Source: an optimization exercise on an open RTL-to-GDS flow (aim: small area). Production flows keep margins and buffers that such runs may drop.
In this exercise RTL edits were held to simulation tests only and were not proved equivalent to the original.
The clock port is modelled as an ideal driver, which makes a skipped or thinned clock tree look cheaper than it is; a real chip needs a root buffer or a tree.
Power is estimated from default activity; no workload was simulated.

alpha:
// main
module main(
    input clk,
    input rst,
    input btnR,
    input btnC,
    input selSwitch,
    input adjSwitch,
    output adjLED,
    output pauseLED,
    output rstLED,
    output [6:0] seg,
    output [3:0] an
);
    wire tickAdj, tickLED, tickDis, d7b, d9;
    wire [2:0] m10;
    wire [3:0] m1;
    wire [2:0] s10;
    wire [3:0] s1;
    wire reset;
    wire pause;
    assign pauseLED = pause;
    assign rstLED = reset;
    clock_divider my_cd(clk, rst, tickDis, tickAdj, tickLED, d7b, d9);
    adjust_led my_adjust_led(clk, rst, tickLED, adjSwitch, adjLED);
    counter my_counter(clk, rst, tickAdj, pause, reset, selSwitch, adjSwitch, tickDis, btnR, btnC, m10, m1, s10, s1);
    display my_display(clk, rst, tickDis, d7b, d9, m10, m1, s10, s1, adjSwitch, selSwitch, seg, an);
endmodule
Size: ~240 cells after synthesis, about 63 flip-flops, ~20 I/O pins, about 0.0022 mm^2 of cells after synthesis.
==> module display, before the edit <==
module display(
    input wire clk,
    input wire rst,
    input wire tickDis,
    input wire d7b,
    input wire d9,
    input wire [2:0] m10,
    input wire [3:0] m1,
    input wire [2:0] s10,
    input wire [3:0] s1,
    input wire adj,
    input wire sel,
    output reg [6:0] seg,
    output reg [3:0] an
);
    reg blink_state;
    reg [3:0] code;
    wire selM10 = an[3] & an[2] & an[1];
    wire selMin = an[2] & an[1];
    wire even = ~an[3] | ~an[1];
    wire [3:0] digit = ({4{selM10}} & {1'b0, m10}) | ({4{~an[3]}} & m1) |
                       ({4{~an[2]}} & {1'b0, s10}) | ({4{~an[1]}} & s1);
    wire blank = adj & (sel ^ selMin) & ~blink_state;
    always @(posedge clk) begin
        if (rst) begin
            blink_state <= 0;
            code <= 4'ha;
            an <= 4'b1111;
        end else if (tickDis) begin
            if (even & d7b & d9) blink_state <= ~blink_state;
            code <= {digit[3] | blank, digit[2], digit[1] | blank, digit[0]};
            an <= {~selM10, an[3:1]};
        end
    end
    always @(*)
        if (code[3])
            seg = code[1] ? 7'b1111111 : code[0] ? 7'b0010000 : 7'b0000000;
        else
            case (code[2:0])
                3'd0: seg = 7'b1000000;
                3'd1: seg = 7'b1111001;
                3'd2: seg = 7'b0100100;
                3'd3: seg = 7'b0110000;
                3'd4: seg = 7'b0011001;
                3'd5: seg = 7'b0010010;
                3'd6: seg = 7'b0000010;
                default: seg = 7'b1111000;
            endcase
endmodule
clock: 10.0 ns
lec_check: 0
cap_margin: 20
core_margin: 2
core_utilization: 40
slew_margin: 20
standard.sh (not shown) runs the stock make flow with config.mk's settings and CLKGATE_MAP_FILE= SYNTH_SCRIPT=/design/flow/synth_recipe.tcl, a recipe that flattens the netlist after the stock synthesis.
==> flow/flow/run.sh <==
#!/bin/bash
# Own layout flow: the standard flow (standard.sh) with three changes,
# made in a copy of the ORFS scripts folder:
#  - synthesis maps with an area-oriented ABC script (flow/abc_area.script);
#    the Yosys steps, and so the registers and their names, are unchanged;
#  - the ports are buffered with buf_1;
#  - clock tree synthesis is replaced by four clock buffers (flow/clock_buffer.tcl).
set -euo pipefail
W=$PWD
rm -rf "$W/scripts"
cp -r "$FLOW_HOME/scripts" "$W/scripts"
cp "$W/flow/abc_area.script" "$W/scripts/abc_area.script"
grep -q 'log_cmd clock_tree_synthesis {\*}$cts_args' "$W/scripts/cts.tcl"
sed -i 's|log_cmd clock_tree_synthesis {\*}$cts_args|source $::env(OWN_FLOW_DIR)/clock_buffer.tcl|' "$W/scripts/cts.tcl"
export OWN_FLOW_DIR="$W/flow"
export OWN_CLK_PORT=clk
export OWN_CLKBUF=${OWN_CLKBUF:-sky130_fd_sc_hd__clkbuf_8}
export OWN_CLK_NBUF=${OWN_CLK_NBUF:-4}
bash "$W/standard.sh" SCRIPTS_DIR="$W/scripts" ABC_AREA=1 \
  "BUFFER_PORTS_ARGS=-buffer_cell sky130_fd_sc_hd__buf_1" finish > "$W/orfs_make.log" 2>&1
Other scripts of this flow, unchanged in this note and not shown: flow/flow/abc_area.script, flow/flow/clock_buffer.tcl
diff inputs: alpha => beta
--- a/flow/design.v
+++ b/flow/design.v
@@ -169,6 +169,7 @@
     wire selMin = an[2] & an[1];
     wire even = ~an[3] | ~an[1];
-    wire [3:0] digit = ({4{selM10}} & {1'b0, m10}) | ({4{~an[3]}} & m1) |
-                       ({4{~an[2]}} & {1'b0, s10}) | ({4{~an[1]}} & s1);
+    wire [3:0] digit = selM10 ? {1'b0, m10} :
+                       ~an[3] ? m1 :
+                       ~an[2] ? {1'b0, s10} : s1;
     wire blank = adj & (sel ^ selMin) & ~blink_state;
     always @(posedge clk) begin
==> comparison <==
Diff beta..alpha | number of antenna violations at the first check in global routing | unchanged. Cmp beta vs alpha: met1 track utilization from global routing higher in beta. Of beta and alpha, it is beta that has the lower minimum period implied by the final worst setup slack. The routed wire length on met2 in beta was higher than what alpha gave. When the final numbers for alpha and beta were put side by side, the overall power turned out to be greater in beta.
No run of this note takes its clock network from TritonCTS; it comes from the design's own scripts or RTL.

-- afterwards: timing with drivers on the ports --
No port has a modelled driver above. Below, the same layouts with a new extraction and two added sets of constraints. Step 1: set_driving_cell puts a clkbuf_16 on clk and a buf_2 on each other input, an assumption about the parent block. Step 2 also shifts input and output timing later by t, the mid clock arrival at the registers, as if the neighbouring blocks saw the same clock. Slacks: ideal / step 1 / step 2; pairs: ideal / step 1.
run | t (ns) | setup slack, ns | worst setup path after step 2 | latest minus earliest clock arrival (ns) | slew at the worst register clock pin (ns)
alpha | 0.206 | 5.597 / 5.632 / 5.426 | input to register | 0.027 / 0.026 | 0.11 / 0.11
beta | 0.209 | 6.119 / 6.151 / 5.942 | input to register | 0.019 / 0.018 | 0.11 / 0.11
After both steps every run listed still meets setup and hold. The setup slack of beta, which loses most, moves by +0.032 ns with the drivers and by -0.177 ns with both steps.
